From an optimization exercise on the open Yosys and OpenROAD flow, aimed at small area; shortcuts taken in it are not production practice. Function was checked by simulation only, so behaviour that the tests miss may differ from the original. No activity file was given, so power comes from the tool's default toggle rates.

==> flow/design.v (excerpt) <==
module ALU_sync (
  input  wire        clk,
  input  wire [15:0] A, B,
  input  wire [3:0]  ALU_FUN,
  output reg  [15:0] ALU_OUT,
  output reg         Carry_flag,
  output reg         Arith_flag,
  output reg         Logic_flag,
  output reg         CMP_flag,
  output reg         Shift_flag
);
export LEC_CHECK = 0
export ABC_AREA = 1
export CAP_MARGIN = 20
export CORE_MARGIN = 2
export CORE_UTILIZATION = 40
export SETUP_SLACK_MARGIN = -1.1
export SLEW_MARGIN = 20
create_clock -name core_clock -period 35.0 [get_ports {clk}]
standard.sh (not shown) runs the stock make flow with config.mk's settings and CLKGATE_MAP_FILE= SYNTH_SCRIPT=/design/flow/synth_recipe.tcl, a recipe that flattens the netlist after the stock synthesis.
==> flow/flow/run.sh <==
#!/bin/bash
# The standard layout with two changes:
# - ABC's area script maps for area only (flow/abc_area.script);
# - the port buffers are the platform's smallest plain buffer.
# ORFS reads its scripts from a copy in this folder that differs from the
# installed one only in abc_area.script.
set -euo pipefail
here=$(pwd)
rm -rf "$here/orfs_scripts"
cp -r "$FLOW_HOME/scripts" "$here/orfs_scripts"
cp "$here/flow/abc_area.script" "$here/orfs_scripts/abc_area.script"
export BUFFER_PORTS_ARGS="-buffer_cell sky130_fd_sc_hd__buf_1"
bash standard.sh "SCRIPTS_DIR=$here/orfs_scripts" \
  "BUFFER_PORTS_ARGS=-buffer_cell sky130_fd_sc_hd__buf_1" finish > standard.log 2>&1
==> flow/flow/abc_area.script <==
strash
dch
map -a
topo
stime -c
buffer -c
upsize -c
dnsize -c
Edit:
- GPL_ROUTABILITY_DRIVEN: not set -> 0
- SETUP_SLACK_MARGIN: -1.1 -> -0.8
What happened:
- total power shrinks by 0.40%
- count of clock-buffer cells in the layout does not change
- cell count stays flat
- core utilization grows by 0.10 points
- wire length shrinks by 1.6%
- via count stays flat
- area after synthesis does not change
- sequential power stays flat


== JK ==
ALU_sync, a different RTL version from the one above (not shown whole).
For scale: roughly 21 flip-flops.
Design ALU_sync, start of the top module:
module ALU_sync (
  input  wire        clk,
  input  wire [15:0] A, B,
  input  wire [3:0]  ALU_FUN,
  output reg  [15:0] ALU_OUT,
  output reg         Carry_flag,
  output reg         Arith_flag,
  output reg         Logic_flag,
  output reg         CMP_flag,
  output reg         Shift_flag
);
export LEC_CHECK = 0
export ABC_AREA = 1
export CAP_MARGIN = 20
export CORE_MARGIN = 2
export CORE_UTILIZATION = 50
export SLEW_MARGIN = 20
create_clock -name core_clock -period 35.0 [get_ports {clk}]
==> flow/flow/run.sh <==
#!/bin/bash
# The standard layout, with the input and output port buffers made from
# the platform's smallest plain buffer instead of the resizer's default pick.
set -euo pipefail
export BUFFER_PORTS_ARGS="-buffer_cell sky130_fd_sc_hd__buf_1"
bash standard.sh "BUFFER_PORTS_ARGS=-buffer_cell sky130_fd_sc_hd__buf_1" finish > standard.log 2>&1
Input changes introduced in MS (baseline for comparison: JK):
Settings: swapping 50 for 40 in CORE_UTILIZATION.
==> flow/flow/run.sh <==
#!/bin/bash
# The standard layout, with the input and output port buffers made from
# the platform's smallest plain buffer instead of the resizer's default pick,
# and after global routing, downsizing of gates on paths with slack to spare.
set -euo pipefail
export BUFFER_PORTS_ARGS="-buffer_cell sky130_fd_sc_hd__buf_1"
export RECOVER_POWER=100
bash standard.sh "BUFFER_PORTS_ARGS=-buffer_cell sky130_fd_sc_hd__buf_1" RECOVER_POWER=100 finish > standard.log 2>&1
Compared with JK, MS shows routed wire length that has gone down by a few percent. Going from JK to MS, combinational share of power lost 0.4 points, met1 layer wirelength in the final routing saw an increase, number of placed instances with taps included saw an increase. ALU_FUN[2] as the first element of the critical path was reported by MS, and ALU_FUN[3] by JK. Relative to JK, power after layout decreased by 3.2% in MS. MS completed; timing, DRC and antenna clean. MS vs. JK: detailed-route via count fell about 2%, reported leakage power fell 3.2%. The cell with the largest stage delay on the worst path comes out o21ai_0 in one run and fa_1 in the other, namely in JK and MS respectively.
Input changes introduced in AL (baseline for comparison: MS):
==> flow/flow/run.sh <==
#!/bin/bash
# The standard layout with two changes:
# - ABC's area script maps for area only (flow/abc_area.script);
# - the port buffers are the platform's smallest plain buffer.
# ORFS reads its scripts from a copy in this folder that differs from the
# installed one only in abc_area.script.
set -euo pipefail
here=$(pwd)
rm -rf "$here/orfs_scripts"
cp -r "$FLOW_HOME/scripts" "$here/orfs_scripts"
cp "$here/flow/abc_area.script" "$here/orfs_scripts/abc_area.script"
export BUFFER_PORTS_ARGS="-buffer_cell sky130_fd_sc_hd__buf_1"
bash standard.sh "SCRIPTS_DIR=$here/orfs_scripts" \
  "BUFFER_PORTS_ARGS=-buffer_cell sky130_fd_sc_hd__buf_1" finish > standard.log 2>&1
==> flow/flow/abc_area.script (new file) <==
strash
dch
map -a
topo
stime -c
buffer -c
upsize -c
dnsize -c
--- outcome ---
- AL ends up with higher power density over cell area than MS does.
- Comparing MS against AL, there is no change at all in placement row count.
- Number of standard cells in the layout, taps in and fillers out | AL below MS
- Re count of plain and timing-repair buffers in the layout: MS was lower than AL.
- In AL relative to MS, mean instance size in the synthesized netlist had gone up by a little under 10%.
- Summary — synthesis-to-layout area growth, AL relative to MS: higher, by 14 points.
- Total via count in the routed design (AL over MS): decrease, 2.6%
- AL vs. MS: wire length of the first global-routing pass went down by about 3.3%.
- Taking MS as the reference, in AL pin slew with the least headroom to its limit went down 0.14 ns, design area went up about 10%.
Relative to AL, the following input files were edited for TR:
Settings: setting SETUP_SLACK_MARGIN to -0.8 for the first time.
==> flow/flow/run.sh <==
#!/bin/bash
# The standard layout, with the input and output port buffers made from
# the platform's smallest plain buffer instead of the resizer's default pick.
set -euo pipefail
export BUFFER_PORTS_ARGS="-buffer_cell sky130_fd_sc_hd__buf_1"
bash standard.sh "BUFFER_PORTS_ARGS=-buffer_cell sky130_fd_sc_hd__buf_1" finish > standard.log 2>&1
removed: flow/flow/abc_area.script
## What came out
| largest net degree at the start of global routing | TR vs AL | 22 lower |
Diff AL -> TR | share of the clock period used by the worst path after layout | decrease of 0.67 points
TR reports its launch point of the critical path as ALU_FUN[2] while AL reports ALU_FUN[1].
TR against AL: worst hold slack has decreased; setup slack of the critical path after layout rose 0.23 ns.
## Diff of input files: PW against TR
Settings: SETUP_SLACK_MARGIN: -0.8 -> unset.
==> flow/run.sh (new file) <==
#!/bin/bash
# synth_recipe.tcl (not shown) runs the flow's synth.tcl, then flattens the netlist and writes it again
# the make line also repeats each setting of config.mk as NAME=value (left out here)
make -C /OpenROAD-flow-scripts/flow DESIGN_CONFIG=/design/flow/config.mk WORK_HOME=/design/flow/orfs CLKGATE_MAP_FILE= SYNTH_SCRIPT=/design/flow/synth_recipe.tcl finish
removed: flow/flow/run.sh
removed: flow/standard.sh
## What came out
Total length of routed met3 wires up about 10% in PW wrt TR
The final reports for PW and TR show ratio of final minimum period to clock period lower in the former.
Summary — number of fillers in the final layout, PW relative to TR: lower, by about 3%.
PW ran to completion and came out clean on the timing, DRC and antenna checks.


RTL: one of the versions met above, not the one the previous note started from.
Size in the first run: about 1600 cells after synthesis, about 21 flip-flops, roughly 0.010 sq mm of cells after synthesis.
clock: 35.0 ns
lec_check: 0
abc_area: 1
cap_margin: 20
core_margin: 2
core_utilization: 40
setup_slack_margin: -1.2
slew_margin: 20
==> flow/flow/run.sh <==
#!/bin/bash
# The standard layout, with the input and output port buffers made from
# the platform's smallest plain buffer instead of the resizer's default pick.
set -euo pipefail
export BUFFER_PORTS_ARGS="-buffer_cell sky130_fd_sc_hd__buf_1"
bash standard.sh "BUFFER_PORTS_ARGS=-buffer_cell sky130_fd_sc_hd__buf_1" finish > standard.log 2>&1
Then changed:
==> flow/flow/run.sh (replaced) <==
#!/bin/bash
# The standard layout with two changes:
# - ABC's area script maps for area only (flow/abc_area.script);
# - the port buffers are the platform's smallest plain buffer.
# ORFS reads its scripts from a copy in this folder that differs from the
# installed one only in abc_area.script.
set -euo pipefail
here=$(pwd)
rm -rf "$here/orfs_scripts"
cp -r "$FLOW_HOME/scripts" "$here/orfs_scripts"
cp "$here/flow/abc_area.script" "$here/orfs_scripts/abc_area.script"
export BUFFER_PORTS_ARGS="-buffer_cell sky130_fd_sc_hd__buf_1"
bash standard.sh "SCRIPTS_DIR=$here/orfs_scripts" \
  "BUFFER_PORTS_ARGS=-buffer_cell sky130_fd_sc_hd__buf_1" finish > standard.log 2>&1
==> flow/flow/abc_area.script (new file) <==
strash
dch
map -a
topo
stime -c
buffer -c
upsize -c
dnsize -c
CORE_UTILIZATION = 45   (was 40)
SETUP_SLACK_MARGIN = -0.8   (was -1.2)
The changed run completed with no timing, DRC or antenna violations.
Sequential share of layout area hardly moves.
Combinational power rises by a few percent.
Setup slack gets worse by 130 ps.
Synthesized cell count falls by roughly a tenth.
Die area falls by roughly a tenth.


## juniper
ALU_sync again, from the RTL that the note above started with.
export LEC_CHECK = 0
export ABC_AREA = 1
export CAP_MARGIN = 20
export CORE_MARGIN = 2
export CORE_UTILIZATION = 40
export SETUP_SLACK_MARGIN = -0.8
export SLEW_MARGIN = 20
create_clock -name core_clock -period 35.0 [get_ports {clk}]
==> flow/flow/run.sh <==
#!/bin/bash
# The standard layout with two changes:
# - ABC's area script maps for area only, twice (flow/abc_area.script);
# - the port buffers are the platform's smallest plain buffer.
# ORFS reads its scripts from a copy in this folder that differs from the
# installed one only in abc_area.script.
set -euo pipefail
here=$(pwd)
rm -rf "$here/orfs_scripts"
cp -r "$FLOW_HOME/scripts" "$here/orfs_scripts"
cp "$here/flow/abc_area.script" "$here/orfs_scripts/abc_area.script"
export BUFFER_PORTS_ARGS="-buffer_cell sky130_fd_sc_hd__buf_1"
bash standard.sh "SCRIPTS_DIR=$here/orfs_scripts" \
  "BUFFER_PORTS_ARGS=-buffer_cell sky130_fd_sc_hd__buf_1" finish > standard.log 2>&1
==> flow/flow/abc_area.script <==
strash
dch
map -a
strash
dch
map -a
topo
stime -c
buffer -c
upsize -c
dnsize -c
Inputs modified between juniper and quartz:
==> flow/flow/run.sh <==
#!/bin/bash
# The standard layout, with the input and output port buffers made from
# the platform's smallest plain buffer instead of the resizer's default pick.
set -euo pipefail
export BUFFER_PORTS_ARGS="-buffer_cell sky130_fd_sc_hd__buf_1"
bash standard.sh "BUFFER_PORTS_ARGS=-buffer_cell sky130_fd_sc_hd__buf_1" finish > standard.log 2>&1
removed: flow/flow/abc_area.script
### Flow results
- Non-clock buffer count went down by more than a quarter going from juniper to quartz.
- Going from juniper to quartz, via count moved up; area of all placed cells without fillers went up by about 1.8%; total routing usage reported by global routing grew by 1.9 points; least setup slack across all paths after layout rose 780 ps.
--- input diff quartz..yarrow ---
==> flow/flow/run.sh <==
#!/bin/bash
# The standard layout with two changes:
# - ABC's area script maps for area only (flow/abc_area.script);
# - the port buffers are the platform's smallest plain buffer.
# ORFS reads its scripts from a copy in this folder that differs from the
# installed one only in abc_area.script.
set -euo pipefail
here=$(pwd)
rm -rf "$here/orfs_scripts"
cp -r "$FLOW_HOME/scripts" "$here/orfs_scripts"
cp "$here/flow/abc_area.script" "$here/orfs_scripts/abc_area.script"
export BUFFER_PORTS_ARGS="-buffer_cell sky130_fd_sc_hd__buf_1"
bash standard.sh "SCRIPTS_DIR=$here/orfs_scripts" \
  "BUFFER_PORTS_ARGS=-buffer_cell sky130_fd_sc_hd__buf_1" finish > standard.log 2>&1
==> flow/flow/abc_area.script (new file) <==
strash
dch
map -a
topo
stime -c
buffer -c
upsize -c
dnsize -c
==> comparison <==
yarrow: all stages complete, timing, DRC and antenna checks passed
Final period demand of the worst path is lower on quartz
yarrow vs quartz, top routing layer in use: met5 vs met4
yarrow ends up with a combinational share of power that is 0.9 points higher than in quartz.
Going from quartz to yarrow, non-filler instance count after layout shrinks by about 8%.
Per the comparison of yarrow with quartz, violation count after the first detailed-route iteration fell by 274; power after layout rose by about 0.64%.
Area enclosed by the die boundary (yarrow over quartz): decrease, 2.5%
## Diff of input files: xenon against yarrow
diff --git a/flow/flow/run.sh b/flow/flow/run.sh
--- a/flow/flow/run.sh
+++ b/flow/flow/run.sh
@@ -1,5 +1,5 @@
 #!/bin/bash
 # The standard layout with two changes:
-# - ABC's area script maps for area only (flow/abc_area.script);
+# - ABC's area script maps for area only and sizes without buffering (flow/abc_area.script);
 # - the port buffers are the platform's smallest plain buffer.
 # ORFS reads its scripts from a copy in this folder that differs from the
==> flow/flow/abc_area.script <==
strash
dch
map -a
topo
stime -c
upsize -c
dnsize -c
==> run summary <==
When the final numbers for xenon and yarrow were put side by side, the global-route wire length before repair turned out to be smaller in xenon.
On sequential share of layout area, xenon and yarrow are neck and neck.
xenon has post-route minimum period above what yarrow had.
Per the comparison of xenon with yarrow, number of nets at the end of the flow now sits higher; post-route fraction of the period consumed by the critical path went up by 0.35 points; combinational share of power moved down; count of instances resized after the clock tree is built went up.
Compared to yarrow, xenon has die area about 2.8% lower.
The via count in xenon sits 182 below the value recorded for yarrow.
Compared to yarrow, the router laid down less metal wire for xenon.
### xenon -> indigo
diff --git a/flow/flow/run.sh b/flow/flow/run.sh
--- a/flow/flow/run.sh
+++ b/flow/flow/run.sh
@@ -1,5 +1,5 @@
 #!/bin/bash
 # The standard layout with two changes:
-# - ABC's area script maps for area only and sizes without buffering (flow/abc_area.script);
+# - ABC's area script maps for area only, after a fast choice computation (flow/abc_area.script);
 # - the port buffers are the platform's smallest plain buffer.
 # ORFS reads its scripts from a copy in this folder that differs from the
==> flow/flow/abc_area.script <==
strash
dch -f
map -a
topo
stime -c
buffer -c
upsize -c
dnsize -c
==> run summary <==
Switching part of the total, indigo and xenon: lower on xenon. indigo falls short of xenon in smallest hold slack. indigo vs. xenon: combinational power share went up 1.1 points; clock power share shows a reduction of 0.9 points; via count went up by 376.


Setup of job 9124:
RTL: one of the versions met above, not the one the previous note started from.
Size: ~1600 cells after synthesis, ~21 flip-flops, ~58 I/O pins.
## ALU_sync
module ALU_sync (
  input  wire        clk,
  input  wire [15:0] A, B,
  input  wire [3:0]  ALU_FUN,
  output reg  [15:0] ALU_OUT,
  output reg         Carry_flag,
  output reg         Arith_flag,
  output reg         Logic_flag,
  output reg         CMP_flag,
  output reg         Shift_flag
);
export LEC_CHECK = 0
export ABC_AREA = 1
export CAP_MARGIN = 20
export CORE_MARGIN = 2
export CORE_UTILIZATION = 40
export GPL_TIMING_DRIVEN = 0
export SLEW_MARGIN = 20
create_clock -name core_clock -period 35.0 [get_ports {clk}]
==> flow/flow/run.sh <==
#!/bin/bash
# The standard layout, with the input and output port buffers made from
# the platform's smallest plain buffer instead of the resizer's default pick.
set -euo pipefail
export BUFFER_PORTS_ARGS="-buffer_cell sky130_fd_sc_hd__buf_1"
bash standard.sh "BUFFER_PORTS_ARGS=-buffer_cell sky130_fd_sc_hd__buf_1" finish > standard.log 2>&1
The inputs of job 9652 differ from those of job 9124 as listed below.
- SETUP_SLACK_MARGIN newly set to -1.1
- GPL_TIMING_DRIVEN removed (was 0)
Findings:
Compared job 9652 vs job 9124, and sequential share of power is up in job 9652. Job 9124 has higher relative area change from synthesis to final layout than job 9652. On placed cell count: between job 9652 and job 9124, it ends up higher for job 9124. Per the comparison of job 9652 with job 9124, detailed-route via count went down by 361; fraction of power spent switching nets went down by 0.23 points; post-route cell area went down by about 4.6%; net count after synthesis was more or less identical; fraction of the core area covered by cells at the end of the flow went down by 2.1 points. Job 9652 vs job 9124, start point of the critical path: ALU_FUN[2] vs ALU_FUN[1].
### job 9652 -> job 3473
- SETUP_SLACK_MARGIN removed (was -1.1)
- CORE_UTILIZATION changed from 40 to 30
==> run summary <==
Time the final worst path needs with I/O delays and setup sits lower in job 3473 than in job 9652. Measured against each other, job 3473 and job 9652 differ in met3 track demand over resource, the higher figure coming from job 9652. Sort job 3473 and job 9652 by non-clock buffer count asc -> top: job 9652. The count of multi-input combinational gates of job 9652 and that of job 3473 are within noise of each other. Number of instances on the worst hold path ended up 1 higher on job 3473 than on job 9652. Compared with job 9652, total power in job 3473 increased by a few percent. Taking job 9652 as the reference, in job 3473 part of the total power dissipated in the clock network level, count of standard-cell rows moved up, via count moved up. Relative to job 9652, final core utilization decreased by 9.8 points in job 3473.
[inputs] job 877 vs job 3473
- a change of CORE_UTILIZATION from 30 to 40
Findings:
Job 877: PASS, flow complete, no timing, DRC or antenna violations. Taking job 3473 as the reference, in job 877 worst slack at placement up 83 ps; total power down 1.9%; maximum achievable frequency down 0.12 MHz; cell area after layout down about 2.2%.
Inputs modified between job 877 and job 6675:
- an added PLACE_DENSITY of 0.45
- an added CTS_BUF_LIST of sky130_fd_sc_hd__clkbuf_8
## What came out
STATUS wire length of the first global-routing pass: job 6675 loses against job 877. Looking at job 6675 and job 877, the sequential portion of the cell area is a wash. Slew of the pin with the lowest slew margin (lower): job 877.

==> static timing again, ports no longer ideal <==
The results above use ideal ports. As a check the final layouts listed here were re-extracted and re-timed, cells and wires unchanged. Step 1 sets driving cells, clkbuf_16 on the clock port and buf_2 on the other inputs (assumed; they add their load-dependent delay and slew). Step 2, shift: input delay + t, output delay - t, t = (earliest + latest rising clock arrival at the registers) / 2. This alone moves slack from input paths to output paths. a / b / c = ideal ports / drivers / drivers and shift; a / b = the first two.
| run | shift t [ns] | setup slack, ns | worst setup path at the end | worst slew at a driven data input, ns |
|---|---|---|---|---|
| the first run of note 1 | 0.295 | 1.185 / 1.197 / 0.901 | input to register | 0.07 |
| the second run of note 1 | 0.292 | 1.392 / 1.405 / 1.113 | input to register | 0.04 |
| JK | 0.304 | 1.810 / 1.826 / 1.522 | input to register | 0.05 |
| MS | 0.303 | 2.016 / 2.027 / 1.724 | input to register | 0.05 |
| AL | 0.298 | 1.238 / 1.254 / 0.956 | input to register | 0.04 |
| TR | 0.305 | 1.472 / 1.483 / 1.178 | input to register | 0.05 |
| PW | 0.302 | 1.911 / 1.921 / 1.618 | input to register | 0.04 |
| the first run of note 3 | 0.311 | 1.566 / 1.579 / 1.268 | input to register | 0.03 |
| the second run of note 3 | 0.286 | 1.437 / 1.448 / 1.161 | input to register | 0.04 |
| juniper | 0.307 | 1.170 / 1.183 / 0.875 | input to register | 0.04 |
| quartz | 0.312 | 1.953 / 1.966 / 1.653 | input to register | 0.03 |
| yarrow | 0.295 | 1.438 / 1.450 / 1.155 | input to register | 0.08 |
| xenon | 0.314 | 1.317 / 1.326 / 1.012 | input to register | 0.03 |
| indigo | 0.289 | 1.034 / 1.042 / 0.753 | input to register | 0.05 |
| job 9124 | 0.312 | 1.649 / 1.662 / 1.350 | input to register | 0.05 |
| job 9652 | 0.305 | 1.268 / 1.278 / 0.973 | input to register | 0.05 |
| job 3473 | 0.307 | 2.122 / 2.144 / 1.837 | input to register | 0.09 |
| job 877 | 0.303 | 1.994 / 2.005 / 1.701 | input to register | 0.05 |
| job 6675 | 0.327 | 2.238 / 2.248 / 1.921 | input to register | 0.04 |
After both steps every run listed still meets setup and hold. For job 6675, which loses most, drivers alone change the setup slack by +0.010 ns; drivers and shift together by -0.317 ns.
